From an optimization exercise on the open Yosys and OpenROAD flow, aimed at small area and a short achievable clock period; shortcuts taken in it are not production practice.
Where RTL was checked, it was by simulation tests only, not by an equivalence proof against the original.
No functional check of the RTL was part of run 1.
No run shown here takes its clock network from TritonCTS; it comes from the design's own scripts or RTL.
No driver is modelled on the clock port, so clock power and skew are understated where the tree is cut down; a real chip needs a root buffer or a tree.
Power is estimated from default activity; no workload was simulated.

**design/flow/design.v**
```verilog
module TM_ALU_iv (input a, output y); assign y = ~a; endmodule
module TM_ALU_nd (input a, input b, output y); assign y = ~(a & b); endmodule
module TM_ALU_nr (input a, input b, output y); assign y = ~(a | b); endmodule
module TM_ALU_xo (input a, input b, output y); assign y = a ^ b; endmodule
module TM_ALU_xn (input a, input b, output y); assign y = ~(a ^ b); endmodule
module TM_ALU_mi (input s, input a1, input a0, output y); assign y = ~(s ? a1 : a0); endmodule
module TM_ALU_an (input a, input b, output y); assign y = a & b; endmodule
module TM_ALU_or (input a, input b, output y); assign y = a | b; endmodule
module TM_ALU_ha (input a, input b, output s, output co);
    assign s = a ^ b;
    assign co = a & b;
endmodule
module TM_ALU_fa (input a, input b, input ci, output s, output co);
    assign s = a ^ b ^ ci;
    assign co = (a & b) | (ci & (a | b));
endmodule
module TM_ALU (clk, reset, AvgTxLen, InstExed, CurTxLen, AvgTxLen_new, InstExed_new);
    input clk, reset;
    input [7:0] AvgTxLen, InstExed, CurTxLen;
    output [7:0] AvgTxLen_new, InstExed_new;
    reg a0_0, a0_1, a0_2, a0_3, a0_4, a0_5, a0_6, a0_7, i0_0, i0_1, i0_2, i0_3, i0_4, i0_5, i0_6, i0_7, t0_0, t0_1, t0_2, t0_3, t0_4, t0_5, t0_6, t0_7, i1_0, i1_1, i1_2, i1_3, i1_4, i1_5, i1_6, i1_7, sg1, a1_0, a1_1, a1_2, a1_3, a1_4, a1_5, a1_6, a1_7, r1_0, r1_1, r1_2, d1_4, d1_3, d1_2, d1_1, d1_0, i2_0, i2_1, i2_2, i2_3, i2_4, i2_5, i2_6, i2_7, sg2, a2_0, a2_1, a2_2, a2_3, a2_4, a2_5, a2_6, a2_7, q2_4, q2_3, q2_2, r2_0, r2_1, r2_2, r2_3, r2_4, r2_5, d2_1, d2_0, avg3_0, avg3_1, avg3_2, avg3_3, avg3_4, avg3_5, avg3_6, avg3_7, inst3_0, inst3_1, inst3_2, inst3_3, inst3_4, inst3_5, inst3_6, inst3_7;
    wire xo1, xo2, xo3, xo4, xo5, xo6, xo7, xo8, nd9, xn10, iv11, mi12, xo13, mi14, xn15, iv16, mi17, xo18, mi19, xn20, iv21, mi22, xo23, mi24, xn25, iv26, mi27, xn28, or29, or30, or31, or32, or33, or34, or35, nr36, nr37, xo38, xn39, iv40, an41, iv42, fs43, fc44, nr45, nd46, mi47, mi48, xn49, xn50, or51, fs52, fc53, fs54, fc55, nr56, mi57, mi58, mi59, xo60, xo61, nd62, xo63, xn64, xn65, mi66, xo67, xo68, xo69, xo70, xn71, xo72, xn73, xo74, xn75, iv76, nd77, xn78, xn79, mi80, xn81, xo82, mi83, xn84, xn85, mi86, or87, or88, nr89, nd90, mi91, mi92, mi93, mi94, xn95, or96, fs97, fc98, fs99, fc100, fs101, fc102, fs103, fc104, nr105, mi106, mi107, mi108, mi109, mi110, xn111, nd112, xn113, xn114, mi115, xn116, xo117, mi118, xn119, xn120, mi121, xn122, xo123, mi124, xn125, xn126, mi127, nr128, nd129, mi130, mi131, mi132, mi133, mi134, mi135, xn136, or137, fs138, fc139, fs140, fc141, xo142, xo143, mi144, xo145, xn146, iv147, mi148, xo149, xo150, mi151, xo152, xn153, iv154, mi155, nr156, mi157, mi158, mi159, mi160, mi161, mi162, mi163, iv164, nd165, xn166, mi167, xn168, mi169, xn170, mi171, xn172, mi173, xn174, mi175, xn176, mi177, xn178, mi179, xo180, xo181, nd182, xn183, xn184, xn185, mi186, xn187, xo188, xo189, mi190, xn191, xn192, xn193, mi194, xn195, xo196, xo197, mi198, hs199, hc200, iv201, hs202, hc203, xo204, hs205, hc206, hs207, hc208, hs209, hc210, hs211, hc212, hs213, hc214, hs215, hc216, xo217;
    TM_ALU_xo uxo1 (.a(CurTxLen[0]), .b(AvgTxLen[0]), .y(xo1));
    TM_ALU_xo uxo2 (.a(CurTxLen[1]), .b(AvgTxLen[1]), .y(xo2));
    TM_ALU_xo uxo3 (.a(CurTxLen[2]), .b(AvgTxLen[2]), .y(xo3));
    TM_ALU_xo uxo4 (.a(CurTxLen[3]), .b(AvgTxLen[3]), .y(xo4));
    TM_ALU_xo uxo5 (.a(CurTxLen[4]), .b(AvgTxLen[4]), .y(xo5));
    TM_ALU_xo uxo6 (.a(CurTxLen[5]), .b(AvgTxLen[5]), .y(xo6));
    TM_ALU_xo uxo7 (.a(CurTxLen[6]), .b(AvgTxLen[6]), .y(xo7));
    TM_ALU_xo uxo8 (.a(CurTxLen[7]), .b(AvgTxLen[7]), .y(xo8));
    TM_ALU_nd und9 (.a(t0_0), .b(a0_0), .y(nd9));
    TM_ALU_xn uxn10 (.a(t0_1), .b(nd9), .y(xn10));
    TM_ALU_iv uiv11 (.a(a0_1), .y(iv11));
    TM_ALU_mi umi12 (.s(t0_1), .a1(iv11), .a0(nd9), .y(mi12));
    TM_ALU_xo uxo13 (.a(t0_2), .b(mi12), .y(xo13));
    TM_ALU_mi umi14 (.s(t0_2), .a1(a0_2), .a0(mi12), .y(mi14));
    TM_ALU_xn uxn15 (.a(t0_3), .b(mi14), .y(xn15));
    TM_ALU_iv uiv16 (.a(a0_3), .y(iv16));
    TM_ALU_mi umi17 (.s(t0_3), .a1(iv16), .a0(mi14), .y(mi17));
    TM_ALU_xo uxo18 (.a(t0_4), .b(mi17), .y(xo18));
    TM_ALU_mi umi19 (.s(t0_4), .a1(a0_4), .a0(mi17), .y(mi19));
    TM_ALU_xn uxn20 (.a(t0_5), .b(mi19), .y(xn20));
    TM_ALU_iv uiv21 (.a(a0_5), .y(iv21));
    TM_ALU_mi umi22 (.s(t0_5), .a1(iv21), .a0(mi19), .y(mi22));
    TM_ALU_xo uxo23 (.a(t0_6), .b(mi22), .y(xo23));
    TM_ALU_mi umi24 (.s(t0_6), .a1(a0_6), .a0(mi22), .y(mi24));
    TM_ALU_xn uxn25 (.a(t0_7), .b(mi24), .y(xn25));
    TM_ALU_iv uiv26 (.a(a0_7), .y(iv26));
    TM_ALU_mi umi27 (.s(t0_7), .a1(iv26), .a0(mi24), .y(mi27));
    TM_ALU_xn uxn28 (.a(xn25), .b(mi27), .y(xn28));
    TM_ALU_or uor29 (.a(xn28), .b(i0_0), .y(or29));
    TM_ALU_or uor30 (.a(i0_7), .b(i0_6), .y(or30));
    TM_ALU_or uor31 (.a(or30), .b(i0_5), .y(or31));
    TM_ALU_or uor32 (.a(or31), .b(i0_4), .y(or32));
    TM_ALU_or uor33 (.a(or32), .b(i0_3), .y(or33));
    TM_ALU_or uor34 (.a(or33), .b(i0_2), .y(or34));
    TM_ALU_or uor35 (.a(or34), .b(i0_1), .y(or35));
    TM_ALU_nr unr36 (.a(or29), .b(or35), .y(nr36));
    TM_ALU_nr unr37 (.a(xn28), .b(nr36), .y(nr37));
    TM_ALU_xo uxo38 (.a(xo23), .b(mi27), .y(xo38));
    TM_ALU_xn uxn39 (.a(xo38), .b(i0_0), .y(xn39));
    TM_ALU_iv uiv40 (.a(i0_0), .y(iv40));
    TM_ALU_an uan41 (.a(xo38), .b(iv40), .y(an41));
    TM_ALU_iv uiv42 (.a(i0_1), .y(iv42));
    TM_ALU_fa ufs43 (.a(nr37), .b(iv42), .ci(an41), .s(fs43), .co(fc44));
    TM_ALU_nr unr45 (.a(or33), .b(i0_2), .y(nr45));
    TM_ALU_nd und46 (.a(fc44), .b(nr45), .y(nd46));
    TM_ALU_mi umi47 (.s(nd46), .a1(xo38), .a0(xn39), .y(mi47));
    TM_ALU_mi umi48 (.s(nd46), .a1(nr37), .a0(fs43), .y(mi48));
    TM_ALU_xn uxn49 (.a(xn20), .b(mi27), .y(xn49));
    TM_ALU_xn uxn50 (.a(xn49), .b(i0_0), .y(xn50));
    TM_ALU_or uor51 (.a(xn49), .b(i0_0), .y(or51));
    TM_ALU_fa ufs52 (.a(mi47), .b(i0_1), .ci(or51), .s(fs52), .co(fc53));
    TM_ALU_fa ufs54 (.a(mi48), .b(i0_2), .ci(fc53), .s(fs54), .co(fc55));
    TM_ALU_nr unr56 (.a(fc55), .b(or33), .y(nr56));
    TM_ALU_mi umi57 (.s(nr56), .a1(xn50), .a0(xn49), .y(mi57));
    TM_ALU_mi umi58 (.s(nr56), .a1(fs52), .a0(mi47), .y(mi58));
    TM_ALU_mi umi59 (.s(nr56), .a1(fs54), .a0(mi48), .y(mi59));
    TM_ALU_xo uxo60 (.a(nr56), .b(mi27), .y(xo60));
    TM_ALU_xo uxo61 (.a(a0_5), .b(xo60), .y(xo61));
    TM_ALU_nd und62 (.a(a0_5), .b(xo60), .y(nd62));
    TM_ALU_xo uxo63 (.a(nd46), .b(mi27), .y(xo63));
    TM_ALU_xn uxn64 (.a(a0_6), .b(xo63), .y(xn64));
    TM_ALU_xn uxn65 (.a(xn64), .b(nd62), .y(xn65));
    TM_ALU_mi umi66 (.s(xn64), .a1(nd62), .a0(xo63), .y(mi66));
    TM_ALU_xo uxo67 (.a(nr36), .b(mi27), .y(xo67));
    TM_ALU_xo uxo68 (.a(a0_7), .b(xo67), .y(xo68));
    TM_ALU_xo uxo69 (.a(xo68), .b(mi66), .y(xo69));
    TM_ALU_xo uxo70 (.a(xo18), .b(mi27), .y(xo70));
    TM_ALU_xn uxn71 (.a(xn15), .b(mi27), .y(xn71));
    TM_ALU_xo uxo72 (.a(xo13), .b(mi27), .y(xo72));
    TM_ALU_xn uxn73 (.a(xn10), .b(mi27), .y(xn73));
    TM_ALU_xo uxo74 (.a(t0_0), .b(mi27), .y(xo74));
    TM_ALU_xn uxn75 (.a(d1_4), .b(i1_0), .y(xn75));
    TM_ALU_iv uiv76 (.a(i1_0), .y(iv76));
    TM_ALU_nd und77 (.a(d1_4), .b(iv76), .y(nd77));
    TM_ALU_xn uxn78 (.a(r1_0), .b(i1_1), .y(xn78));
    TM_ALU_xn uxn79 (.a(xn78), .b(nd77), .y(xn79));
    TM_ALU_mi umi80 (.s(xn78), .a1(nd77), .a0(i1_1), .y(mi80));
    TM_ALU_xn uxn81 (.a(r1_1), .b(i1_2), .y(xn81));
    TM_ALU_xo uxo82 (.a(xn81), .b(mi80), .y(xo82));
    TM_ALU_mi umi83 (.s(xn81), .a1(mi80), .a0(r1_1), .y(mi83));
    TM_ALU_xn uxn84 (.a(r1_2), .b(i1_3), .y(xn84));
    TM_ALU_xn uxn85 (.a(xn84), .b(mi83), .y(xn85));
    TM_ALU_mi umi86 (.s(xn84), .a1(mi83), .a0(i1_3), .y(mi86));
    TM_ALU_or uor87 (.a(i1_7), .b(i1_6), .y(or87));
    TM_ALU_or uor88 (.a(or87), .b(i1_5), .y(or88));
    TM_ALU_nr unr89 (.a(or88), .b(i1_4), .y(nr89));
    TM_ALU_nd und90 (.a(mi86), .b(nr89), .y(nd90));
    TM_ALU_mi umi91 (.s(nd90), .a1(d1_4), .a0(xn75), .y(mi91));
    TM_ALU_mi umi92 (.s(nd90), .a1(r1_0), .a0(xn79), .y(mi92));
    TM_ALU_mi umi93 (.s(nd90), .a1(r1_1), .a0(xo82), .y(mi93));
    TM_ALU_mi umi94 (.s(nd90), .a1(r1_2), .a0(xn85), .y(mi94));
    TM_ALU_xn uxn95 (.a(d1_3), .b(i1_0), .y(xn95));
    TM_ALU_or uor96 (.a(d1_3), .b(i1_0), .y(or96));
    TM_ALU_fa ufs97 (.a(mi91), .b(i1_1), .ci(or96), .s(fs97), .co(fc98));
    TM_ALU_fa ufs99 (.a(mi92), .b(i1_2), .ci(fc98), .s(fs99), .co(fc100));
    TM_ALU_fa ufs101 (.a(mi93), .b(i1_3), .ci(fc100), .s(fs101), .co(fc102));
    TM_ALU_fa ufs103 (.a(mi94), .b(i1_4), .ci(fc102), .s(fs103), .co(fc104));
    TM_ALU_nr unr105 (.a(fc104), .b(or88), .y(nr105));
    TM_ALU_mi umi106 (.s(nr105), .a1(xn95), .a0(d1_3), .y(mi106));
    TM_ALU_mi umi107 (.s(nr105), .a1(fs97), .a0(mi91), .y(mi107));
    TM_ALU_mi umi108 (.s(nr105), .a1(fs99), .a0(mi92), .y(mi108));
    TM_ALU_mi umi109 (.s(nr105), .a1(fs101), .a0(mi93), .y(mi109));
    TM_ALU_mi umi110 (.s(nr105), .a1(fs103), .a0(mi94), .y(mi110));
    TM_ALU_xn uxn111 (.a(d1_2), .b(i1_0), .y(xn111));
    TM_ALU_nd und112 (.a(d1_2), .b(iv76), .y(nd112));
    TM_ALU_xn uxn113 (.a(mi106), .b(i1_1), .y(xn113));
    TM_ALU_xn uxn114 (.a(xn113), .b(nd112), .y(xn114));
    TM_ALU_mi umi115 (.s(xn113), .a1(nd112), .a0(i1_1), .y(mi115));
    TM_ALU_xn uxn116 (.a(mi107), .b(i1_2), .y(xn116));
    TM_ALU_xo uxo117 (.a(xn116), .b(mi115), .y(xo117));
    TM_ALU_mi umi118 (.s(xn116), .a1(mi115), .a0(mi107), .y(mi118));
    TM_ALU_xn uxn119 (.a(mi108), .b(i1_3), .y(xn119));
    TM_ALU_xn uxn120 (.a(xn119), .b(mi118), .y(xn120));
    TM_ALU_mi umi121 (.s(xn119), .a1(mi118), .a0(i1_3), .y(mi121));
    TM_ALU_xn uxn122 (.a(mi109), .b(i1_4), .y(xn122));
    TM_ALU_xo uxo123 (.a(xn122), .b(mi121), .y(xo123));
    TM_ALU_mi umi124 (.s(xn122), .a1(mi121), .a0(mi109), .y(mi124));
    TM_ALU_xn uxn125 (.a(mi110), .b(i1_5), .y(xn125));
    TM_ALU_xn uxn126 (.a(xn125), .b(mi124), .y(xn126));
    TM_ALU_mi umi127 (.s(xn125), .a1(mi124), .a0(i1_5), .y(mi127));
    TM_ALU_nr unr128 (.a(i1_7), .b(i1_6), .y(nr128));
    TM_ALU_nd und129 (.a(mi127), .b(nr128), .y(nd129));
    TM_ALU_mi umi130 (.s(nd129), .a1(d1_2), .a0(xn111), .y(mi130));
    TM_ALU_mi umi131 (.s(nd129), .a1(mi106), .a0(xn114), .y(mi131));
    TM_ALU_mi umi132 (.s(nd129), .a1(mi107), .a0(xo117), .y(mi132));
    TM_ALU_mi umi133 (.s(nd129), .a1(mi108), .a0(xn120), .y(mi133));
    TM_ALU_mi umi134 (.s(nd129), .a1(mi109), .a0(xo123), .y(mi134));
    TM_ALU_mi umi135 (.s(nd129), .a1(mi110), .a0(xn126), .y(mi135));
    TM_ALU_xn uxn136 (.a(d2_1), .b(i2_0), .y(xn136));
    TM_ALU_or uor137 (.a(d2_1), .b(i2_0), .y(or137));
    TM_ALU_fa ufs138 (.a(r2_0), .b(i2_1), .ci(or137), .s(fs138), .co(fc139));
    TM_ALU_fa ufs140 (.a(r2_1), .b(i2_2), .ci(fc139), .s(fs140), .co(fc141));
    TM_ALU_xo uxo142 (.a(r2_2), .b(i2_3), .y(xo142));
    TM_ALU_xo uxo143 (.a(xo142), .b(fc141), .y(xo143));
    TM_ALU_mi umi144 (.s(xo142), .a1(fc141), .a0(r2_2), .y(mi144));
    TM_ALU_xo uxo145 (.a(r2_3), .b(i2_4), .y(xo145));
    TM_ALU_xn uxn146 (.a(xo145), .b(mi144), .y(xn146));
    TM_ALU_iv uiv147 (.a(i2_4), .y(iv147));
    TM_ALU_mi umi148 (.s(xo145), .a1(mi144), .a0(iv147), .y(mi148));
    TM_ALU_xo uxo149 (.a(r2_4), .b(i2_5), .y(xo149));
    TM_ALU_xo uxo150 (.a(xo149), .b(mi148), .y(xo150));
    TM_ALU_mi umi151 (.s(xo149), .a1(mi148), .a0(r2_4), .y(mi151));
    TM_ALU_xo uxo152 (.a(r2_5), .b(i2_6), .y(xo152));
    TM_ALU_xn uxn153 (.a(xo152), .b(mi151), .y(xn153));
    TM_ALU_iv uiv154 (.a(i2_6), .y(iv154));
    TM_ALU_mi umi155 (.s(xo152), .a1(mi151), .a0(iv154), .y(mi155));
    TM_ALU_nr unr156 (.a(mi155), .b(i2_7), .y(nr156));
    TM_ALU_mi umi157 (.s(nr156), .a1(xn136), .a0(d2_1), .y(mi157));
    TM_ALU_mi umi158 (.s(nr156), .a1(fs138), .a0(r2_0), .y(mi158));
    TM_ALU_mi umi159 (.s(nr156), .a1(fs140), .a0(r2_1), .y(mi159));
    TM_ALU_mi umi160 (.s(nr156), .a1(xo143), .a0(r2_2), .y(mi160));
    TM_ALU_mi umi161 (.s(nr156), .a1(xn146), .a0(r2_3), .y(mi161));
    TM_ALU_mi umi162 (.s(nr156), .a1(xo150), .a0(r2_4), .y(mi162));
    TM_ALU_mi umi163 (.s(nr156), .a1(xn153), .a0(r2_5), .y(mi163));
    TM_ALU_iv uiv164 (.a(i2_0), .y(iv164));
    TM_ALU_nd und165 (.a(d2_0), .b(iv164), .y(nd165));
    TM_ALU_xn uxn166 (.a(mi157), .b(i2_1), .y(xn166));
    TM_ALU_mi umi167 (.s(xn166), .a1(nd165), .a0(i2_1), .y(mi167));
    TM_ALU_xn uxn168 (.a(mi158), .b(i2_2), .y(xn168));
    TM_ALU_mi umi169 (.s(xn168), .a1(mi167), .a0(mi158), .y(mi169));
    TM_ALU_xn uxn170 (.a(mi159), .b(i2_3), .y(xn170));
    TM_ALU_mi umi171 (.s(xn170), .a1(mi169), .a0(i2_3), .y(mi171));
    TM_ALU_xn uxn172 (.a(mi160), .b(i2_4), .y(xn172));
    TM_ALU_mi umi173 (.s(xn172), .a1(mi171), .a0(mi160), .y(mi173));
    TM_ALU_xn uxn174 (.a(mi161), .b(i2_5), .y(xn174));
    TM_ALU_mi umi175 (.s(xn174), .a1(mi173), .a0(i2_5), .y(mi175));
    TM_ALU_xn uxn176 (.a(mi162), .b(i2_6), .y(xn176));
    TM_ALU_mi umi177 (.s(xn176), .a1(mi175), .a0(mi162), .y(mi177));
    TM_ALU_xn uxn178 (.a(mi163), .b(i2_7), .y(xn178));
    TM_ALU_mi umi179 (.s(xn178), .a1(mi177), .a0(i2_7), .y(mi179));
    TM_ALU_xo uxo180 (.a(mi179), .b(sg2), .y(xo180));
    TM_ALU_xo uxo181 (.a(a2_0), .b(xo180), .y(xo181));
    TM_ALU_nd und182 (.a(a2_0), .b(xo180), .y(nd182));
    TM_ALU_xn uxn183 (.a(nr156), .b(sg2), .y(xn183));
    TM_ALU_xn uxn184 (.a(a2_1), .b(xn183), .y(xn184));
    TM_ALU_xn uxn185 (.a(xn184), .b(nd182), .y(xn185));
    TM_ALU_mi umi186 (.s(xn184), .a1(nd182), .a0(xn183), .y(mi186));
    TM_ALU_xn uxn187 (.a(q2_2), .b(sg2), .y(xn187));
    TM_ALU_xo uxo188 (.a(a2_2), .b(xn187), .y(xo188));
    TM_ALU_xo uxo189 (.a(xo188), .b(mi186), .y(xo189));
    TM_ALU_mi umi190 (.s(xo188), .a1(mi186), .a0(a2_2), .y(mi190));
    TM_ALU_xn uxn191 (.a(q2_3), .b(sg2), .y(xn191));
    TM_ALU_xn uxn192 (.a(a2_3), .b(xn191), .y(xn192));
    TM_ALU_xn uxn193 (.a(xn192), .b(mi190), .y(xn193));
    TM_ALU_mi umi194 (.s(xn192), .a1(mi190), .a0(xn191), .y(mi194));
    TM_ALU_xn uxn195 (.a(q2_4), .b(sg2), .y(xn195));
    TM_ALU_xo uxo196 (.a(a2_4), .b(xn195), .y(xo196));
    TM_ALU_xo uxo197 (.a(xo196), .b(mi194), .y(xo197));
    TM_ALU_mi umi198 (.s(xo196), .a1(mi194), .a0(a2_4), .y(mi198));
    TM_ALU_iv uiv201 (.a(mi198), .y(iv201));
    TM_ALU_ha uhs199 (.a(a2_5), .b(iv201), .s(hs199), .co(hc200));
    TM_ALU_ha uhs202 (.a(a2_6), .b(hc200), .s(hs202), .co(hc203));
    TM_ALU_xo uxo204 (.a(a2_7), .b(hc203), .y(xo204));
    TM_ALU_ha uhs205 (.a(i2_1), .b(i2_0), .s(hs205), .co(hc206));
    TM_ALU_ha uhs207 (.a(i2_2), .b(hc206), .s(hs207), .co(hc208));
    TM_ALU_ha uhs209 (.a(i2_3), .b(hc208), .s(hs209), .co(hc210));
    TM_ALU_ha uhs211 (.a(i2_4), .b(hc210), .s(hs211), .co(hc212));
    TM_ALU_ha uhs213 (.a(i2_5), .b(hc212), .s(hs213), .co(hc214));
    TM_ALU_ha uhs215 (.a(i2_6), .b(hc214), .s(hs215), .co(hc216));
    TM_ALU_xo uxo217 (.a(i2_7), .b(hc216), .y(xo217));
    always @(posedge clk) begin
        a0_0 <= AvgTxLen[0];
        a0_1 <= AvgTxLen[1];
        a0_2 <= AvgTxLen[2];
        a0_3 <= AvgTxLen[3];
        a0_4 <= AvgTxLen[4];
        a0_5 <= AvgTxLen[5];
        a0_6 <= AvgTxLen[6];
        a0_7 <= AvgTxLen[7];
        i0_0 <= InstExed[0];
        i0_1 <= InstExed[1];
        i0_2 <= InstExed[2];
        i0_3 <= InstExed[3];
        i0_4 <= InstExed[4];
        i0_5 <= InstExed[5];
        i0_6 <= InstExed[6];
        i0_7 <= InstExed[7];
        t0_0 <= xo1;
        t0_1 <= xo2;
        t0_2 <= xo3;
        t0_3 <= xo4;
        t0_4 <= xo5;
        t0_5 <= xo6;
        t0_6 <= xo7;
        t0_7 <= xo8;
        i1_0 <= i0_0;
        i1_1 <= i0_1;
        i1_2 <= i0_2;
        i1_3 <= i0_3;
        i1_4 <= i0_4;
        i1_5 <= i0_5;
        i1_6 <= i0_6;
        i1_7 <= i0_7;
        sg1 <= mi27;
        a1_0 <= a0_0;
        a1_1 <= a0_1;
        a1_2 <= a0_2;
        a1_3 <= a0_3;
        a1_4 <= a0_4;
        a1_5 <= xo61;
        a1_6 <= xn65;
        a1_7 <= xo69;
        r1_0 <= mi57;
        r1_1 <= mi58;
        r1_2 <= mi59;
        d1_4 <= xo70;
        d1_3 <= xn71;
        d1_2 <= xo72;
        d1_1 <= xn73;
        d1_0 <= xo74;
        i2_0 <= i1_0;
        i2_1 <= i1_1;
        i2_2 <= i1_2;
        i2_3 <= i1_3;
        i2_4 <= i1_4;
        i2_5 <= i1_5;
        i2_6 <= i1_6;
        i2_7 <= i1_7;
        sg2 <= sg1;
        a2_0 <= a1_0;
        a2_1 <= a1_1;
        a2_2 <= a1_2;
        a2_3 <= a1_3;
        a2_4 <= a1_4;
        a2_5 <= a1_5;
        a2_6 <= a1_6;
        a2_7 <= a1_7;
        q2_4 <= nd90;
        q2_3 <= nr105;
        q2_2 <= nd129;
        r2_0 <= mi130;
        r2_1 <= mi131;
        r2_2 <= mi132;
        r2_3 <= mi133;
        r2_4 <= mi134;
        r2_5 <= mi135;
        d2_1 <= d1_1;
        d2_0 <= d1_0;
        avg3_0 <= xo181;
        avg3_1 <= xn185;
        avg3_2 <= xo189;
        avg3_3 <= xn193;
        avg3_4 <= xo197;
        avg3_5 <= hs199;
        avg3_6 <= hs202;
        avg3_7 <= xo204;
        inst3_0 <= iv164;
        inst3_1 <= hs205;
        inst3_2 <= hs207;
        inst3_3 <= hs209;
        inst3_4 <= hs211;
        inst3_5 <= hs213;
        inst3_6 <= hs215;
        inst3_7 <= xo217;
    end
    assign AvgTxLen_new = {avg3_7, avg3_6, avg3_5, avg3_4, avg3_3, avg3_2, avg3_1, avg3_0};
    assign InstExed_new = {inst3_7, inst3_6, inst3_5, inst3_4, inst3_3, inst3_2, inst3_1, inst3_0};
endmodule
```
**design/flow/flow/run.sh**
```bash
#!/bin/bash
set -euo pipefail
export BUFFER_PORTS_ARGS="-buffer_cell sky130_fd_sc_hd__buf_1"
export POST_CTS_TCL="$(pwd)/flow/cts_post.tcl"
export CLKTREE_N=${CLKTREE_N:-3}
export CLKTREE_BUF=${CLKTREE_BUF:-sky130_fd_sc_hd__clkbuf_16}
bash standard.sh > standard_flow.log 2>&1
```
**design/flow/flow/cts_post.tcl**
```tcl
set block [ord::get_db_block]
set nbuf $::env(CLKTREE_N)
set bufm [[ord::get_db] findMaster $::env(CLKTREE_BUF)]
set clkport [$block findBTerm clk]
set clknet [$clkport getNet]
# collect the flip-flop clock pins and the clock-tree cells below the port
set sinks {}
set tree {}
set todo [list $clknet]
while {[llength $todo]} {
  set net [lindex $todo 0]; set todo [lrange $todo 1 end]
  foreach it [$net getITerms] {
    if {[$it isOutputSignal]} continue
    set inst [$it getInst]
    set mname [[$inst getMaster] getName]
    if {[string match "*dfxtp*" $mname]} {
      lappend sinks $it
    } else {
      lappend tree $inst
      foreach ot [$inst getITerms] {
        if {[$ot isOutputSignal] && [$ot getNet] ne "NULL"} { lappend todo [$ot getNet] }
      }
    }
  }
}
puts "clock tree: [llength $sinks] sinks, [llength $tree] tree cells"
# remove the old tree
set oldnets {}
foreach inst $tree {
  foreach ot [$inst getITerms] {
    if {[$ot isOutputSignal] && [$ot getNet] ne "NULL"} { lappend oldnets [$ot getNet] }
  }
}
foreach it $sinks { $it disconnect }
foreach inst $tree { odb::dbInst_destroy $inst }
foreach net [lsort -unique $oldnets] { if {$net ne $clknet} { odb::dbNet_destroy $net } }
# k-means on the flip-flop locations
set pts {}
foreach it $sinks {
  set b [[$it getInst] getBBox]
  lappend pts [list [expr {([$b xMin]+[$b xMax])/2.0}] [expr {([$b yMin]+[$b yMax])/2.0}]]
}
set n [llength $pts]
set cent {}
set sorted [lsort -real -index 0 $pts]
for {set k 0} {$k < $nbuf} {incr k} {
  lappend cent [lindex $sorted [expr {int(($k + 0.5) * $n / $nbuf)}]]
}
# balanced k-means: each buffer gets at most ceil(n / nbuf) flip-flops
set cap [expr {($n + $nbuf - 1) / $nbuf}]
for {set iter 0} {$iter < 30} {incr iter} {
  set pairs {}
  set i 0
  foreach p $pts {
    for {set k 0} {$k < $nbuf} {incr k} {
      set c [lindex $cent $k]
      lappend pairs [list [expr {abs([lindex $p 0]-[lindex $c 0]) + abs([lindex $p 1]-[lindex $c 1])}] $i $k]
    }
    incr i
  }
  set asg [lrepeat $n -1]
  set fill [lrepeat $nbuf 0]
  foreach pr [lsort -real -index 0 $pairs] {
    lassign $pr d i k
    if {[lindex $asg $i] >= 0 || [lindex $fill $k] >= $cap} continue
    lset asg $i $k
    lset fill $k [expr {[lindex $fill $k] + 1}]
  }
  set newc {}
  for {set k 0} {$k < $nbuf} {incr k} {
    set sx 0; set sy 0; set m 0
    foreach p $pts a $asg { if {$a == $k} { set sx [expr {$sx+[lindex $p 0]}]; set sy [expr {$sy+[lindex $p 1]}]; incr m } }
    if {$m} { lappend newc [list [expr {$sx/$m}] [expr {$sy/$m}]] } else { lappend newc [lindex $cent $k] }
  }
  set cent $newc
}
for {set k 0} {$k < $nbuf} {incr k} {
  set inst [odb::dbInst_create $block $bufm "clkbuf_one_$k"]
  set net [odb::dbNet_create $block "clknet_one_$k"]
  $net setSigType CLOCK
  [$inst findITerm A] connect $clknet
  [$inst findITerm X] connect $net
  set c [lindex $cent $k]
  $inst setLocation [expr {int([lindex $c 0])}] [expr {int([lindex $c 1])}]
  $inst setPlacementStatus PLACED
  set m 0
  foreach it $sinks a $asg { if {$a == $k} { $it connect $net; incr m } }
  puts "clkbuf_one_$k: $m sinks"
}
detailed_placement
check_placement -verbose
estimate_parasitics -placement
report_clock_skew
```
**design/flow/standard.sh**
```bash
#!/bin/bash
# synth_recipe.tcl (not shown) runs the flow's synth.tcl, then flattens the netlist and writes it again
# the make line also repeats each setting of config.mk as NAME=value (left out here)
make -C /OpenROAD-flow-scripts/flow DESIGN_CONFIG=/design/flow/config.mk WORK_HOME=/design/flow/orfs CLKGATE_MAP_FILE= SYNTH_SCRIPT=/design/flow/synth_recipe.tcl "${@:-finish}"
```
**design/flow/config.mk**
```make
export PLATFORM = sky130hd
export DESIGN_NAME = TM_ALU
export DESIGN_NICKNAME = TM_ALU
export VERILOG_FILES = /design/flow/design.v
export SDC_FILE = /design/flow/constraint.sdc
export NUM_CORES = 4
export LEC_CHECK = 0
export CAP_MARGIN = 20
export CORE_MARGIN = 2
export CORE_UTILIZATION = 40
export SLEW_MARGIN = 20
export SYNTH_HIERARCHICAL = 1
```
**design/flow/constraint.sdc**
```tcl
create_clock -name core_clock -period 27.0 [get_ports {clk}]
set_input_delay 5.4000 -clock core_clock [delete_from_list [all_inputs] [get_ports {clk}]]
set_output_delay 5.4000 -clock core_clock [all_outputs]
set_load 0.01 [all_outputs]
```
==> flow_summary.json, run 1 <==
{
  "result_of_the_run": "finished clean",
  "wl_per_cell_um": 10.1,
  "timing.hold.worst_path_depth": 0,
  "floorplan.core_area_mm2": 0.00920,
  "worst_pin_slew_ns": 0.845,
  "drtAntennaViolNets": 0,
  "criticalPathCategory": "flop to output port",
  "dp_hpwl_um": 3660,
  "detailed_place.area_mm2": 0.00394,
  "die_h_um": 101,
  "worst_r2r_start": "i2_0$_DFF_P_",
  "die_area_mm2": 0.0102,
  "path_cells": "buf_1",
  "gp_congestion": 0.721,
  "synth_warnings": 7,
  "worst_path_max_delay_cell": "sky130_fd_sc_hd__dfxtp_1",
  "grt_start_max_net_pins": 32,
  "clkTransAtPathRegs_ns": 0.10,
  "layout_commonest_cell": "sky130_fd_sc_hd__dfxtp_1",
  "start_util_pct": 40.9,
  "critical_path_maximum_fanout": 1,
  "drc_errors": 0,
  "cell_internal_pwr_uw": 264,
  "final_cell_area_mm2": 0.00402,
  "post_synth_instance_area_mm2": 0.00376,
  "ys_seq_elements": 93,
  "finalHoldWorstSlack_ns": 0.336,
  "critical_path_arrival_ns": 0.66,
  "die_w_um": 101,
  "route.vias.total": 1920,
  "drt_first_iter_violations": 25,
  "leakage_nw": 1.72,
  "reg2reg_to": "avg3_7$_DFF_P_",
  "vias_in_the_first_global_route": 1835,
  "pwr-share-comb_pct": 40.1,
  "irDropWorstVdd_mv": 0.0378,
  "count_of_antenna_diodes_in_the_layout": 0,
  "fin_crit_ns": 6.06,
  "critical_path_required_ns": 21.60,
  "crit_path_end_kind": "output port",
  "yosys.cell_types.count": 12,
  "layoutNonFillerInstCount": 448,
  "multi_input_area_mm2": 0.00174,
  "report.final.setup_viol": 0,
  "hold_start": "a1_6$_DFF_P_",
  "synthesis.nets": 352,
  "drt_first_pass_iters": 3,
  "reg2regPathDepth": 27,
  "final-hold-violation-count": 0,
  "drive_above_1_share_pct": 1.19,
  "cellPowerDensity_mw_per_mm2": 96.1,
  "critical_path.max_stage_delay_ns": 0.34,
  "timing.critical_path.max_delay_family": "flip-flops",
  "grt_antenna_before_repair": 0,
  "tot_gr_track_use_pct": 9.52,
  "n_fill_cell": 872,
  "syn_to_final_growth_pct": 6.68,
  "top_level_ports": 42,
  "hold_path_class": "flop to flop",
  "seq_power_share_pct": 46.4,
  "core.rowCount": 35,
  "slew_headroom_pct": 43.5,
  "layout_common_cells": "sky130_fd_sc_hd__dfxtp_1 (93), sky130_fd_sc_hd__mux2i_1 (58), sky130_fd_sc_hd__xnor2_1 (46), sky130_fd_sc_hd__buf_1 (40), sky130_fd_sc_hd__xor2_1 (38)",
  "dp_cells": 445,
  "net_switching_component_of_the_power_uw": 122,
  "p_clk_share_pct": 13.5,
  "post_layout_utilization_of_the_core_pct": 43.7,
  "insertion_delay_ns": 0.17,
  "cts.sink_count": 93,
  "maxSlewViolCount": 0,
  "final_min_period_over_clock_period_pct": 22.4,
  "grt_first_pass_wirelength_um": 7800,
  "r2r_setup_slack_ns": 21.04,
  "register_area_mm2": 0.00186,
  "grt_setup_unrepaired": "no",
  "fmaxAchievable_ghz": 0.165,
  "synth.avg_cell_area_um2": 12.2,
  "routed_via_density": 4.29,
  "design.final.nets": 382,
  "grt_overflow_total": 0,
  "crit_path_start_kind": "flop",
  "path_buf_inv": 1,
  "worstHoldEndpoint": "a2_6$_DFF_P_",
  "setup_total_negative_slack_ns": 0,
  "cap_viol_max_count": 0,
  "final_worst_clock_skew_ns": 0.00758,
  "netSwitchingFraction_pct": 31.6,
  "seq_area_frac_synth_pct": 49.5,
  "syn_inst": 309,
  "routed_wirelength_um": 4510,
  "io_buffer_count": 40
}
-- area by class of cell --
class | instances | share of cell area, %
tap | 111 | 3.46
multi-input combinational | 189 | 43.4
inverter | 11 | 1.03
sequential | 93 | 46.4
buffer | 3 | 1.87
timing repair buffer | 41 | 3.93
-- through the flow --
step	total power, mW	setup WS, ns
2_1_floorplan	0.322	21.20
3_3_place_gp	0.337	21.02
3_5_place_dp	0.340	20.95
5_1_grt	0.418	20.43
6_report	0.386	20.94
-- per-module statistics from Yosys, one instance, submodules excluded, excerpt --
module     cells  area (um^2)
TM_ALU_xo      1         8.76
TM_ALU_iv      1         3.75
TM_ALU_xn      1         8.76
TM_ALU_ha      1         12.5
TM_ALU_mi      1         10.0
TM_ALU_fa      1         20.0
TM_ALU_an      1         6.26
TM_ALU_or      1         6.26
TM_ALU_nr      1         3.75
-- worst reg2reg max path: stages (launching register included) --
cell,delay [ns]
sky130_fd_sc_hd__dfxtp_1,0.36
sky130_fd_sc_hd__or2_1,0.24
sky130_fd_sc_hd__fa_1,0.38
sky130_fd_sc_hd__fa_1,0.41
sky130_fd_sc_hd__mux2i_1,0.24
sky130_fd_sc_hd__mux2i_1,0.15
sky130_fd_sc_hd__mux2i_1,0.25
sky130_fd_sc_hd__mux2i_1,0.11
sky130_fd_sc_hd__nor2_1,0.65
sky130_fd_sc_hd__mux2i_1,0.29
sky130_fd_sc_hd__xnor2_1,0.16
sky130_fd_sc_hd__mux2i_1,0.21
sky130_fd_sc_hd__mux2i_1,0.10
sky130_fd_sc_hd__mux2i_1,0.14
sky130_fd_sc_hd__mux2i_1,0.09
sky130_fd_sc_hd__mux2i_1,0.13
sky130_fd_sc_hd__mux2i_1,0.09
sky130_fd_sc_hd__mux2i_1,0.26
sky130_fd_sc_hd__xor2_1,0.25
sky130_fd_sc_hd__nand2_1,0.12
sky130_fd_sc_hd__mux2i_1,0.23
sky130_fd_sc_hd__mux2i_1,0.15
sky130_fd_sc_hd__mux2i_1,0.24
sky130_fd_sc_hd__mux2i_1,0.12
sky130_fd_sc_hd__inv_1,0.07
sky130_fd_sc_hd__ha_1,0.15
sky130_fd_sc_hd__ha_1,0.16
sky130_fd_sc_hd__xor2_1,0.13
-- synthesized netlist by cell type, drive strengths merged --
cell type / n / area, um^2
nor2: 8 / 30.0
inv: 11 / 41.3
xor2: 38 / 333
buf: 16 / 120
nand2: 9 / 33.8
and2: 1 / 6.26
mux2i: 58 / 581
ha: 8 / 100
dfxtp: 93 / 1860
xnor2: 46 / 403
fa: 9 / 180
or2: 12 / 75.1
-- logic make-up (layout without fill, tap and decap cells) --
family | Yosys count | after routing | share of synthesized area (%)
multiplexers | 58 | 58 | 15.4
flip-flops | 93 | 93 | 49.5
XOR/XNOR | 84 | 84 | 19.5
adder cells (fa/ha/maj) | 17 | 17 | 7.44
buffers and inverters | 27 | 55 | 4.29
AND/OR/NAND/NOR | 30 | 30 | 3.86
-- worst max path at each step --
stage	startpoint	depth (start not counted)	slack, ns	endpoint
after global placement	i2_0$_DFF_P_	27	21.02	avg3_7$_DFF_P_
after detailed placement	i2_0$_DFF_P_	27	20.95	avg3_7$_DFF_P_
after global routing	i2_0$_DFF_P_	27	20.43	avg3_7$_DFF_P_
after floorplan	avg3_0$_DFF_P_	1	21.20	AvgTxLen_new[0]
final	avg3_5$_DFF_P_	1	20.94	AvgTxLen_new[5]
-- metal layers --
metal,GRT usage (%),vias up,share of wire [%]
met2,16.8,24,50
li1,-,1028,-
met4,3.12,0,1.4
met5,0,-,0
met1,11.5,863,45
met3,2.08,5,3.3
-- power by group through the flow --
stage	logic [mW]	clock network (mW)	registers (mW)
after global routing	0.176	0.0601	0.183
after global placement	0.155	0	0.182
final	0.155	0.0519	0.179
after detailed placement	0.157	0	0.183
after floorplan	0.143	0	0.180
==> run 2, diff against run 1 <==
--- a/design/flow/design.v
+++ b/design/flow/design.v
@@ -19,7 +19,7 @@
     input [7:0] AvgTxLen, InstExed, CurTxLen;
     output [7:0] AvgTxLen_new, InstExed_new;
     reg a0_0, a0_1, a0_2, a0_3, a0_4, a0_5, a0_6, a0_7, i0_0, i0_1, i0_2, i0_3, i0_4, i0_5, i0_6, i0_7, t0_0, t0_1, t0_2, t0_3, t0_4, t0_5, t0_6, t0_7, i1_0, i1_1, i1_2, i1_3, i1_4, i1_5, i1_6, i1_7, sg1, a1_0, a1_1, a1_2, a1_3, a1_4, a1_5, a1_6, a1_7, r1_0, r1_1, r1_2, d1_4, d1_3, d1_2, d1_1, d1_0, i2_0, i2_1, i2_2, i2_3, i2_4, i2_5, i2_6, i2_7, sg2, a2_0, a2_1, a2_2, a2_3, a2_4, a2_5, a2_6, a2_7, q2_4, q2_3, q2_2, r2_0, r2_1, r2_2, r2_3, r2_4, r2_5, d2_1, d2_0, avg3_0, avg3_1, avg3_2, avg3_3, avg3_4, avg3_5, avg3_6, avg3_7, inst3_0, inst3_1, inst3_2, inst3_3, inst3_4, inst3_5, inst3_6, inst3_7;
-    wire xo1, xo2, xo3, xo4, xo5, xo6, xo7, xo8, nd9, xn10, iv11, mi12, xo13, mi14, xn15, iv16, mi17, xo18, mi19, xn20, iv21, mi22, xo23, mi24, xn25, iv26, mi27, xn28, or29, or30, or31, or32, or33, or34, or35, nr36, nr37, xo38, xn39, iv40, an41, iv42, fs43, fc44, nr45, nd46, mi47, mi48, xn49, xn50, or51, fs52, fc53, fs54, fc55, nr56, mi57, mi58, mi59, xo60, xo61, nd62, xo63, xn64, xn65, mi66, xo67, xo68, xo69, xo70, xn71, xo72, xn73, xo74, xn75, iv76, nd77, xn78, xn79, mi80, xn81, xo82, mi83, xn84, xn85, mi86, or87, or88, nr89, nd90, mi91, mi92, mi93, mi94, xn95, or96, fs97, fc98, fs99, fc100, fs101, fc102, fs103, fc104, nr105, mi106, mi107, mi108, mi109, mi110, xn111, nd112, xn113, xn114, mi115, xn116, xo117, mi118, xn119, xn120, mi121, xn122, xo123, mi124, xn125, xn126, mi127, nr128, nd129, mi130, mi131, mi132, mi133, mi134, mi135, xn136, or137, fs138, fc139, fs140, fc141, xo142, xo143, mi144, xo145, xn146, iv147, mi148, xo149, xo150, mi151, xo152, xn153, iv154, mi155, nr156, mi157, mi158, mi159, mi160, mi161, mi162, mi163, iv164, nd165, xn166, mi167, xn168, mi169, xn170, mi171, xn172, mi173, xn174, mi175, xn176, mi177, xn178, mi179, xo180, xo181, nd182, xn183, xn184, xn185, mi186, xn187, xo188, xo189, mi190, xn191, xn192, xn193, mi194, xn195, xo196, xo197, mi198, hs199, hc200, iv201, hs202, hc203, xo204, hs205, hc206, hs207, hc208, hs209, hc210, hs211, hc212, hs213, hc214, hs215, hc216, xo217;
+    wire xo1, xo2, xo3, xo4, xo5, xo6, xo7, xo8, nd9, xn10, iv11, mi12, xo13, mi14, xn15, iv16, mi17, xo18, mi19, xn20, iv21, mi22, xo23, mi24, xn25, iv26, mi27, xn28, or29, or30, or31, or32, or33, or34, or35, nr36, nr37, xo38, xn39, iv40, an41, iv42, fs43, fc44, nr45, nd46, mi47, mi48, xn49, xn50, or51, fs52, fc53, fs54, fc55, nr56, mi57, mi58, mi59, xo60, xo61, nd62, xo63, xn64, xn65, mi66, xo67, xo68, xo69, xo70, xn71, xo72, xn73, xo74, xn75, iv76, nd77, xn78, xn79, mi80, xn81, xo82, mi83, xn84, xn85, mi86, or87, or88, nr89, nd90, mi91, mi92, mi93, mi94, xn95, or96, fs97, fc98, fs99, fc100, fs101, fc102, fs103, fc104, nr105, mi106, mi107, mi108, mi109, mi110, xn111, nd112, xn113, xn114, mi115, xn116, xo117, mi118, xn119, xn120, mi121, xn122, xo123, mi124, xn125, xn126, mi127, nr128, nd129, mi130, mi131, mi132, mi133, mi134, mi135, xn136, or137, fs138, fc139, fs140, fc141, fs142, fc143, xo144, xo145, mi146, xo147, xn148, iv149, mi150, xo151, xo152, mi153, iv154, nd155, mi156, mi157, mi158, mi159, mi160, mi161, mi162, iv163, nd164, xn165, mi166, xn167, mi168, xn169, mi170, xn171, mi172, xn173, mi174, xn175, mi176, xn177, mi178, xo179, xo180, nd181, xo182, xn183, xn184, mi185, xn186, xo187, xo188, mi189, xn190, xn191, xn192, mi193, xn194, xo195, xo196, mi197, hs198, hc199, iv200, hs201, hc202, xo203, hs204, hc205, hs206, hc207, hs208, hc209, hs210, hc211, hs212, hc213, hs214, hc215, xo216;
     TM_ALU_xo uxo1 (.a(CurTxLen[0]), .b(AvgTxLen[0]), .y(xo1));
     TM_ALU_xo uxo2 (.a(CurTxLen[1]), .b(AvgTxLen[1]), .y(xo2));
     TM_ALU_xo uxo3 (.a(CurTxLen[2]), .b(AvgTxLen[2]), .y(xo3));
@@ -152,74 +152,72 @@
     TM_ALU_or uor137 (.a(d2_1), .b(i2_0), .y(or137));
     TM_ALU_fa ufs138 (.a(r2_0), .b(i2_1), .ci(or137), .s(fs138), .co(fc139));
     TM_ALU_fa ufs140 (.a(r2_1), .b(i2_2), .ci(fc139), .s(fs140), .co(fc141));
-    TM_ALU_xo uxo142 (.a(r2_2), .b(i2_3), .y(xo142));
-    TM_ALU_xo uxo143 (.a(xo142), .b(fc141), .y(xo143));
-    TM_ALU_mi umi144 (.s(xo142), .a1(fc141), .a0(r2_2), .y(mi144));
-    TM_ALU_xo uxo145 (.a(r2_3), .b(i2_4), .y(xo145));
-    TM_ALU_xn uxn146 (.a(xo145), .b(mi144), .y(xn146));
-    TM_ALU_iv uiv147 (.a(i2_4), .y(iv147));
-    TM_ALU_mi umi148 (.s(xo145), .a1(mi144), .a0(iv147), .y(mi148));
-    TM_ALU_xo uxo149 (.a(r2_4), .b(i2_5), .y(xo149));
-    TM_ALU_xo uxo150 (.a(xo149), .b(mi148), .y(xo150));
-    TM_ALU_mi umi151 (.s(xo149), .a1(mi148), .a0(r2_4), .y(mi151));
-    TM_ALU_xo uxo152 (.a(r2_5), .b(i2_6), .y(xo152));
-    TM_ALU_xn uxn153 (.a(xo152), .b(mi151), .y(xn153));
-    TM_ALU_iv uiv154 (.a(i2_6), .y(iv154));
-    TM_ALU_mi umi155 (.s(xo152), .a1(mi151), .a0(iv154), .y(mi155));
-    TM_ALU_nr unr156 (.a(mi155), .b(i2_7), .y(nr156));
-    TM_ALU_mi umi157 (.s(nr156), .a1(xn136), .a0(d2_1), .y(mi157));
-    TM_ALU_mi umi158 (.s(nr156), .a1(fs138), .a0(r2_0), .y(mi158));
-    TM_ALU_mi umi159 (.s(nr156), .a1(fs140), .a0(r2_1), .y(mi159));
-    TM_ALU_mi umi160 (.s(nr156), .a1(xo143), .a0(r2_2), .y(mi160));
-    TM_ALU_mi umi161 (.s(nr156), .a1(xn146), .a0(r2_3), .y(mi161));
-    TM_ALU_mi umi162 (.s(nr156), .a1(xo150), .a0(r2_4), .y(mi162));
-    TM_ALU_mi umi163 (.s(nr156), .a1(xn153), .a0(r2_5), .y(mi163));
-    TM_ALU_iv uiv164 (.a(i2_0), .y(iv164));
-    TM_ALU_nd und165 (.a(d2_0), .b(iv164), .y(nd165));
-    TM_ALU_xn uxn166 (.a(mi157), .b(i2_1), .y(xn166));
-    TM_ALU_mi umi167 (.s(xn166), .a1(nd165), .a0(i2_1), .y(mi167));
-    TM_ALU_xn uxn168 (.a(mi158), .b(i2_2), .y(xn168));
-    TM_ALU_mi umi169 (.s(xn168), .a1(mi167), .a0(mi158), .y(mi169));
-    TM_ALU_xn uxn170 (.a(mi159), .b(i2_3), .y(xn170));
-    TM_ALU_mi umi171 (.s(xn170), .a1(mi169), .a0(i2_3), .y(mi171));
-    TM_ALU_xn uxn172 (.a(mi160), .b(i2_4), .y(xn172));
-    TM_ALU_mi umi173 (.s(xn172), .a1(mi171), .a0(mi160), .y(mi173));
-    TM_ALU_xn uxn174 (.a(mi161), .b(i2_5), .y(xn174));
-    TM_ALU_mi umi175 (.s(xn174), .a1(mi173), .a0(i2_5), .y(mi175));
-    TM_ALU_xn uxn176 (.a(mi162), .b(i2_6), .y(xn176));
-    TM_ALU_mi umi177 (.s(xn176), .a1(mi175), .a0(mi162), .y(mi177));
-    TM_ALU_xn uxn178 (.a(mi163), .b(i2_7), .y(xn178));
-    TM_ALU_mi umi179 (.s(xn178), .a1(mi177), .a0(i2_7), .y(mi179));
-    TM_ALU_xo uxo180 (.a(mi179), .b(sg2), .y(xo180));
-    TM_ALU_xo uxo181 (.a(a2_0), .b(xo180), .y(xo181));
-    TM_ALU_nd und182 (.a(a2_0), .b(xo180), .y(nd182));
-    TM_ALU_xn uxn183 (.a(nr156), .b(sg2), .y(xn183));
-    TM_ALU_xn uxn184 (.a(a2_1), .b(xn183), .y(xn184));
-    TM_ALU_xn uxn185 (.a(xn184), .b(nd182), .y(xn185));
-    TM_ALU_mi umi186 (.s(xn184), .a1(nd182), .a0(xn183), .y(mi186));
-    TM_ALU_xn uxn187 (.a(q2_2), .b(sg2), .y(xn187));
-    TM_ALU_xo uxo188 (.a(a2_2), .b(xn187), .y(xo188));
-    TM_ALU_xo uxo189 (.a(xo188), .b(mi186), .y(xo189));
-    TM_ALU_mi umi190 (.s(xo188), .a1(mi186), .a0(a2_2), .y(mi190));
-    TM_ALU_xn uxn191 (.a(q2_3), .b(sg2), .y(xn191));
-    TM_ALU_xn uxn192 (.a(a2_3), .b(xn191), .y(xn192));
-    TM_ALU_xn uxn193 (.a(xn192), .b(mi190), .y(xn193));
-    TM_ALU_mi umi194 (.s(xn192), .a1(mi190), .a0(xn191), .y(mi194));
-    TM_ALU_xn uxn195 (.a(q2_4), .b(sg2), .y(xn195));
-    TM_ALU_xo uxo196 (.a(a2_4), .b(xn195), .y(xo196));
-    TM_ALU_xo uxo197 (.a(xo196), .b(mi194), .y(xo197));
-    TM_ALU_mi umi198 (.s(xo196), .a1(mi194), .a0(a2_4), .y(mi198));
-    TM_ALU_iv uiv201 (.a(mi198), .y(iv201));
-    TM_ALU_ha uhs199 (.a(a2_5), .b(iv201), .s(hs199), .co(hc200));
-    TM_ALU_ha uhs202 (.a(a2_6), .b(hc200), .s(hs202), .co(hc203));
-    TM_ALU_xo uxo204 (.a(a2_7), .b(hc203), .y(xo204));
-    TM_ALU_ha uhs205 (.a(i2_1), .b(i2_0), .s(hs205), .co(hc206));
-    TM_ALU_ha uhs207 (.a(i2_2), .b(hc206), .s(hs207), .co(hc208));
-    TM_ALU_ha uhs209 (.a(i2_3), .b(hc208), .s(hs209), .co(hc210));
-    TM_ALU_ha uhs211 (.a(i2_4), .b(hc210), .s(hs211), .co(hc212));
-    TM_ALU_ha uhs213 (.a(i2_5), .b(hc212), .s(hs213), .co(hc214));
-    TM_ALU_ha uhs215 (.a(i2_6), .b(hc214), .s(hs215), .co(hc216));
-    TM_ALU_xo uxo217 (.a(i2_7), .b(hc216), .y(xo217));
+    TM_ALU_fa ufs142 (.a(r2_2), .b(i2_3), .ci(fc141), .s(fs142), .co(fc143));
+    TM_ALU_xo uxo144 (.a(r2_3), .b(i2_4), .y(xo144));
+    TM_ALU_xo uxo145 (.a(xo144), .b(fc143), .y(xo145));
+    TM_ALU_mi umi146 (.s(xo144), .a1(fc143), .a0(r2_3), .y(mi146));
+    TM_ALU_xo uxo147 (.a(r2_4), .b(i2_5), .y(xo147));
+    TM_ALU_xn uxn148 (.a(xo147), .b(mi146), .y(xn148));
+    TM_ALU_iv uiv149 (.a(i2_5), .y(iv149));
+    TM_ALU_mi umi150 (.s(xo147), .a1(mi146), .a0(iv149), .y(mi150));
+    TM_ALU_xo uxo151 (.a(r2_5), .b(i2_6), .y(xo151));
+    TM_ALU_xo uxo152 (.a(xo151), .b(mi150), .y(xo152));
+    TM_ALU_mi umi153 (.s(xo151), .a1(mi150), .a0(r2_5), .y(mi153));
+    TM_ALU_iv uiv154 (.a(i2_7), .y(iv154));
+    TM_ALU_nd und155 (.a(mi153), .b(iv154), .y(nd155));
+    TM_ALU_mi umi156 (.s(nd155), .a1(d2_1), .a0(xn136), .y(mi156));
+    TM_ALU_mi umi157 (.s(nd155), .a1(r2_0), .a0(fs138), .y(mi157));
+    TM_ALU_mi umi158 (.s(nd155), .a1(r2_1), .a0(fs140), .y(mi158));
+    TM_ALU_mi umi159 (.s(nd155), .a1(r2_2), .a0(fs142), .y(mi159));
+    TM_ALU_mi umi160 (.s(nd155), .a1(r2_3), .a0(xo145), .y(mi160));
+    TM_ALU_mi umi161 (.s(nd155), .a1(r2_4), .a0(xn148), .y(mi161));
+    TM_ALU_mi umi162 (.s(nd155), .a1(r2_5), .a0(xo152), .y(mi162));
+    TM_ALU_iv uiv163 (.a(i2_0), .y(iv163));
+    TM_ALU_nd und164 (.a(d2_0), .b(iv163), .y(nd164));
+    TM_ALU_xn uxn165 (.a(mi156), .b(i2_1), .y(xn165));
+    TM_ALU_mi umi166 (.s(xn165), .a1(nd164), .a0(i2_1), .y(mi166));
+    TM_ALU_xn uxn167 (.a(mi157), .b(i2_2), .y(xn167));
+    TM_ALU_mi umi168 (.s(xn167), .a1(mi166), .a0(mi157), .y(mi168));
+    TM_ALU_xn uxn169 (.a(mi158), .b(i2_3), .y(xn169));
+    TM_ALU_mi umi170 (.s(xn169), .a1(mi168), .a0(i2_3), .y(mi170));
+    TM_ALU_xn uxn171 (.a(mi159), .b(i2_4), .y(xn171));
+    TM_ALU_mi umi172 (.s(xn171), .a1(mi170), .a0(mi159), .y(mi172));
+    TM_ALU_xn uxn173 (.a(mi160), .b(i2_5), .y(xn173));
+    TM_ALU_mi umi174 (.s(xn173), .a1(mi172), .a0(i2_5), .y(mi174));
+    TM_ALU_xn uxn175 (.a(mi161), .b(i2_6), .y(xn175));
+    TM_ALU_mi umi176 (.s(xn175), .a1(mi174), .a0(mi161), .y(mi176));
+    TM_ALU_xn uxn177 (.a(mi162), .b(i2_7), .y(xn177));
+    TM_ALU_mi umi178 (.s(xn177), .a1(mi176), .a0(i2_7), .y(mi178));
+    TM_ALU_xo uxo179 (.a(mi178), .b(sg2), .y(xo179));
+    TM_ALU_xo uxo180 (.a(a2_0), .b(xo179), .y(xo180));
+    TM_ALU_nd und181 (.a(a2_0), .b(xo179), .y(nd181));
+    TM_ALU_xo uxo182 (.a(nd155), .b(sg2), .y(xo182));
+    TM_ALU_xn uxn183 (.a(a2_1), .b(xo182), .y(xn183));
+    TM_ALU_xn uxn184 (.a(xn183), .b(nd181), .y(xn184));
+    TM_ALU_mi umi185 (.s(xn183), .a1(nd181), .a0(xo182), .y(mi185));
+    TM_ALU_xn uxn186 (.a(q2_2), .b(sg2), .y(xn186));
+    TM_ALU_xo uxo187 (.a(a2_2), .b(xn186), .y(xo187));
+    TM_ALU_xo uxo188 (.a(xo187), .b(mi185), .y(xo188));
+    TM_ALU_mi umi189 (.s(xo187), .a1(mi185), .a0(a2_2), .y(mi189));
+    TM_ALU_xn uxn190 (.a(q2_3), .b(sg2), .y(xn190));
+    TM_ALU_xn uxn191 (.a(a2_3), .b(xn190), .y(xn191));
+    TM_ALU_xn uxn192 (.a(xn191), .b(mi189), .y(xn192));
+    TM_ALU_mi umi193 (.s(xn191), .a1(mi189), .a0(xn190), .y(mi193));
+    TM_ALU_xn uxn194 (.a(q2_4), .b(sg2), .y(xn194));
+    TM_ALU_xo uxo195 (.a(a2_4), .b(xn194), .y(xo195));
+    TM_ALU_xo uxo196 (.a(xo195), .b(mi193), .y(xo196));
+    TM_ALU_mi umi197 (.s(xo195), .a1(mi193), .a0(a2_4), .y(mi197));
+    TM_ALU_iv uiv200 (.a(mi197), .y(iv200));
+    TM_ALU_ha uhs198 (.a(a2_5), .b(iv200), .s(hs198), .co(hc199));
+    TM_ALU_ha uhs201 (.a(a2_6), .b(hc199), .s(hs201), .co(hc202));
+    TM_ALU_xo uxo203 (.a(a2_7), .b(hc202), .y(xo203));
+    TM_ALU_ha uhs204 (.a(i2_1), .b(i2_0), .s(hs204), .co(hc205));
+    TM_ALU_ha uhs206 (.a(i2_2), .b(hc205), .s(hs206), .co(hc207));
+    TM_ALU_ha uhs208 (.a(i2_3), .b(hc207), .s(hs208), .co(hc209));
+    TM_ALU_ha uhs210 (.a(i2_4), .b(hc209), .s(hs210), .co(hc211));
+    TM_ALU_ha uhs212 (.a(i2_5), .b(hc211), .s(hs212), .co(hc213));
+    TM_ALU_ha uhs214 (.a(i2_6), .b(hc213), .s(hs214), .co(hc215));
+    TM_ALU_xo uxo216 (.a(i2_7), .b(hc215), .y(xo216));
     always @(posedge clk) begin
         a0_0 <= AvgTxLen[0];
         a0_1 <= AvgTxLen[1];
@@ -298,22 +296,22 @@
         r2_5 <= mi135;
         d2_1 <= d1_1;
         d2_0 <= d1_0;
-        avg3_0 <= xo181;
-        avg3_1 <= xn185;
-        avg3_2 <= xo189;
-        avg3_3 <= xn193;
-        avg3_4 <= xo197;
-        avg3_5 <= hs199;
-        avg3_6 <= hs202;
-        avg3_7 <= xo204;
-        inst3_0 <= iv164;
-        inst3_1 <= hs205;
-        inst3_2 <= hs207;
-        inst3_3 <= hs209;
-        inst3_4 <= hs211;
-        inst3_5 <= hs213;
-        inst3_6 <= hs215;
-        inst3_7 <= xo217;
+        avg3_0 <= xo180;
+        avg3_1 <= xn184;
+        avg3_2 <= xo188;
+        avg3_3 <= xn192;
+        avg3_4 <= xo196;
+        avg3_5 <= hs198;
+        avg3_6 <= hs201;
+        avg3_7 <= xo203;
+        inst3_0 <= iv163;
+        inst3_1 <= hs204;
+        inst3_2 <= hs206;
+        inst3_3 <= hs208;
+        inst3_4 <= hs210;
+        inst3_5 <= hs212;
+        inst3_6 <= hs214;
+        inst3_7 <= xo216;
     end
     assign AvgTxLen_new = {avg3_7, avg3_6, avg3_5, avg3_4, avg3_3, avg3_2, avg3_1, avg3_0};
     assign InstExed_new = {inst3_7, inst3_6, inst3_5, inst3_4, inst3_3, inst3_2, inst3_1, inst3_0};
--- a/design/flow/flow/cts_post.tcl
+++ b/design/flow/flow/cts_post.tcl
@@ -1,6 +1,29 @@
 set block [ord::get_db_block]
 set nbuf $::env(CLKTREE_N)
 set bufm [[ord::get_db] findMaster $::env(CLKTREE_BUF)]
+# Move each flip-flop that drives an output port's buffer next to that buffer.
+foreach bt [$block getBTerms] {
+  if {[$bt getIoType] ne "OUTPUT"} continue
+  set onet [$bt getNet]
+  foreach it [$onet getITerms] {
+    if {![$it isOutputSignal]} continue
+    set buf [$it getInst]
+    foreach bi [$buf getITerms] {
+      if {![$bi isInputSignal]} continue
+      set inet [$bi getNet]
+      if {$inet eq "NULL"} continue
+      foreach fi [$inet getITerms] {
+        if {![$fi isOutputSignal]} continue
+        set ff [$fi getInst]
+        if {![string match "*dfxtp*" [[$ff getMaster] getName]]} continue
+        if {[llength [$inet getITerms]] != 2} continue
+        set bb [$buf getBBox]
+        $ff setLocation [$bb xMin] [$bb yMin]
+      }
+    }
+  }
+}
+detailed_placement
 set clkport [$block findBTerm clk]
 set clknet [$clkport getNet]
 # collect the flip-flop clock pins and the clock-tree cells below the port
==> flow_summary.json, run 2 <==
{
  "result_of_the_run": "finished clean",
  "yosysTopAreaCellShare_pct": 49.6,
  "dp_hpwl_um": 3730,
  "ys_seq_elements": 93,
  "layout_common_cells": "sky130_fd_sc_hd__dfxtp_1 (93), sky130_fd_sc_hd__mux2i_1 (57), sky130_fd_sc_hd__xnor2_1 (44), sky130_fd_sc_hd__buf_1 (40), sky130_fd_sc_hd__xor2_1 (38)",
  "critical_path_maximum_fanout": 1,
  "leakage_nw": 1.75,
  "post_synth_instance_area_mm2": 0.00376,
  "drtAntennaViolNets": 0,
  "layoutNonFillerInstCount": 446,
  "seq_area_frac_synth_pct": 49.6,
  "wl_per_cell_um": 10.5,
  "final_min_period_over_clock_period_pct": 22.4,
  "layout_commonest_cell": "sky130_fd_sc_hd__dfxtp_1",
  "routed_via_density": 4.36,
  "cellPowerDensity_mw_per_mm2": 96.4,
  "finalHoldWorstSlack_ns": 0.335,
  "netlist_top_cells_area": "sky130_fd_sc_hd__dfxtp_1 (50%), sky130_fd_sc_hd__mux2i_1 (15%), sky130_fd_sc_hd__xnor2_1 (10%), sky130_fd_sc_hd__xor2_1 (8.9%), sky130_fd_sc_hd__fa_1 (5.3%)",
  "busiest_layer": "met2",
  "fin_crit_ns": 6.04,
  "crit_path_end_kind": "output port",
  "register_area_mm2": 0.00186,
  "floorplan.core_area_mm2": 0.00920,
  "use_met1_pct": 12.6,
  "final_worst_clock_skew_ns": 0.00668,
  "worst_pin_slew_ns": 0.603,
  "grt.met3_usage_pct": 2.08,
  "critical_path_required_ns": 21.60,
  "count_of_antenna_diodes_in_the_layout": 0,
  "setup_total_negative_slack_ns": 0,
  "synth_edf_count": 0,
  "top_level_ports": 42,
  "yosysTopAreaCell": "sky130_fd_sc_hd__dfxtp_1",
  "yosys-top-cells-count": "sky130_fd_sc_hd__dfxtp_1 (93), sky130_fd_sc_hd__mux2i_1 (57), sky130_fd_sc_hd__xnor2_1 (44)",
  "clkTransAtPathRegs_ns": 0.11,
  "path_cells": "buf_1",
  "irDropWorstVdd_mv": 0.0334,
  "main_synth_ff_type": "sky130_fd_sc_hd__dfxtp_1",
  "path_buf_inv": 1,
  "vias_in_the_first_global_route": 1981,
  "routed_wirelength_um": 4700,
  "multi_input_area_mm2": 0.00173,
  "yosysMostFrequentCell": "sky130_fd_sc_hd__dfxtp_1",
  "critical_path.max_stage_delay_ns": 0.33,
  "dp_cells": 443,
  "start_util_pct": 40.9,
  "drive_above_1_share_pct": 1.19,
  "timing.critical_path.max_delay_family": "flip-flops",
  "grt_setup_unrepaired": "no",
  "hold_path_class": "flop to flop",
  "slew_headroom_pct": 59.7,
  "grt_overflow_total": 0,
  "maxSlewViolCount": 0,
  "synthesis.nets": 351,
  "fmaxAchievable_ghz": 0.166,
  "io_buffer_count": 40,
  "tot_gr_track_use_pct": 10.3,
  "core.rowCount": 35,
  "criticalPathCategory": "flop to output port",
  "insertion_delay_ns": 0.17,
  "die_h_um": 101,
  "syn_to_final_growth_pct": 6.69,
  "grt_start_max_net_pins": 32,
  "crit_path_start_kind": "flop",
  "global_route.usage.met2_pct": 18.3,
  "synth_warnings": 7,
  "grt_antenna_before_repair": 0,
  "asyncSetResetFlopFracSynth_pct": 0,
  "critical_path_arrival_ns": 0.64,
  "route.vias.total": 1945,
  "final-hold-violation-count": 0,
  "drt_first_pass_iters": 4,
  "n_fill_cell": 876,
  "die_area_mm2": 0.0102,
  "grt_first_pass_wirelength_um": 8490,
  "drt_first_iter_violations": 25,
  "syn_inst": 307,
  "die_w_um": 101,
  "design.final.nets": 381,
  "report.final.setup_viol": 0,
  "cap_viol_max_count": 0,
  "worst_path_max_delay_cell": "sky130_fd_sc_hd__dfxtp_1",
  "cts.sink_count": 93,
  "drc_errors": 0,
  "gp_congestion": 0.708,
  "yosys.cell_types.count": 12,
  "synth.avg_cell_area_um2": 12.2
}
==> run 2: cell types whose count changed in the layout (fill, tap and decap cells not counted), sizes merged <==
| cell | change |
|---|---|
| nor2 | -1 |
| fa | +1 |
| xnor2 | -2 |
| mux2i | -1 |
| nand2 | +1 |
==> run 2: stage by stage <==
stage | total power, mW | cell area, um^2 | utilization [%] | worst slack [ns]
5_1_grt | 0.421 | 4010 | 43.6 | 20.50
2_1_floorplan | 0.322 | 3760 | - | 21.20
3_3_place_gp | 0.336 | 3930 | 42.8 | 21.10
6_report | 0.387 | 4010 | 43.6 | 20.96
3_5_place_dp | 0.340 | 3930 | 42.8 | 21.05
==> run 2: layout make-up <==
type                       count  area share (%)
sequential                    93            46.4
multi-input combinational    187            43.3
timing repair buffer          41            3.93
tap                          111            3.46
buffer                         3            1.87
inverter                      11            1.03
==> run 2: kinds of logic after synthesis <==
kind of cell	after synthesis	synth area share, %
muxes	57	15.2
buffers and inverters	27	4.30
adders and majority gates	18	7.99
xor gates and xnor gates	82	19.1
DFF	93	49.6
and+or+nand+nor	30	3.86
==> run 2: layer usage <==
metal / vias up / routed length (um) / share of wire (%)
met5: - / 0 / 0
met4: 0 / 57 / 1.2
met3: 3 / 139 / 3.0
met2: 26 / 2330 / 49
met1: 893 / 2180 / 46
li1: 1023 / - / -
==> run 2: report_power, final <==
part	total (mW)	switching (mW)	internal [mW]	leakage, nW
clock	0.0521	0.0315	0.0206	0.0370
sequential	0.179	0.0145	0.165	0.784
combinational	0.155	0.0768	0.0786	0.926
total	0.387	0.123	0.264	1.75
==> run 2: modules after synthesis (local to each module, per instance) <==
module | cell area (um^2) | cells inside | flops+latches | times used
TM_ALU | 1980 | 109 | 93 | 1
TM_ALU_fa | 20.0 | 1 | 0 | 10
TM_ALU_ha | 12.5 | 1 | 0 | 8
TM_ALU_mi | 10.0 | 1 | 0 | 57
TM_ALU_xn | 8.76 | 1 | 0 | 44
TM_ALU_xo | 8.76 | 1 | 0 | 38
TM_ALU_an | 6.26 | 1 | 0 | 1
TM_ALU_or | 6.26 | 1 | 0 | 12
TM_ALU_iv | 3.75 | 1 | 0 | 11
TM_ALU_nd | 3.75 | 1 | 0 | 10
TM_ALU_nr | 3.75 | 1 | 0 | 7
==> run 2: path summary, 6_finish.rpt <==
path                  start              end  slack, ns  cells past startpoint
max          avg3_4$_DFF_P_  AvgTxLen_new[4]      20.96                      1
min            a1_3$_DFF_P_     a2_3$_DFF_P_       0.33                      0
min reg2reg    a1_3$_DFF_P_     a2_3$_DFF_P_       0.33                      0
max reg2reg    i1_1$_DFF_P_     r2_4$_DFF_P_      21.15                     20

==> separate check: timing with driven ports <==
In the flow no input, the clock included, has a driving cell. The finished layouts below were timed again as built, in two steps.
Step 1: set_driving_cell puts a clkbuf_16 on clk and a buf_2 on each other input, an assumption about the parent block.
Step 2 also shifts input and output timing later by t, the mid clock arrival at the registers, as if the neighbouring blocks saw the same clock.
Three values: ideal ports, drivers, drivers and shift; two values: the first two.
run	t (ns)	setup WS [ns]	clock arrival spread, ns	worst slew at a driven data input, ns	cell pins on the clock port's net
run 1	0.226	20.943 / 20.881 / 21.042	0.008 / 0.008	0.03	3
run 2	0.226	20.960 / 20.897 / 21.123	0.009 / 0.008	0.03	3
After both steps setup and hold are still met in every run listed.
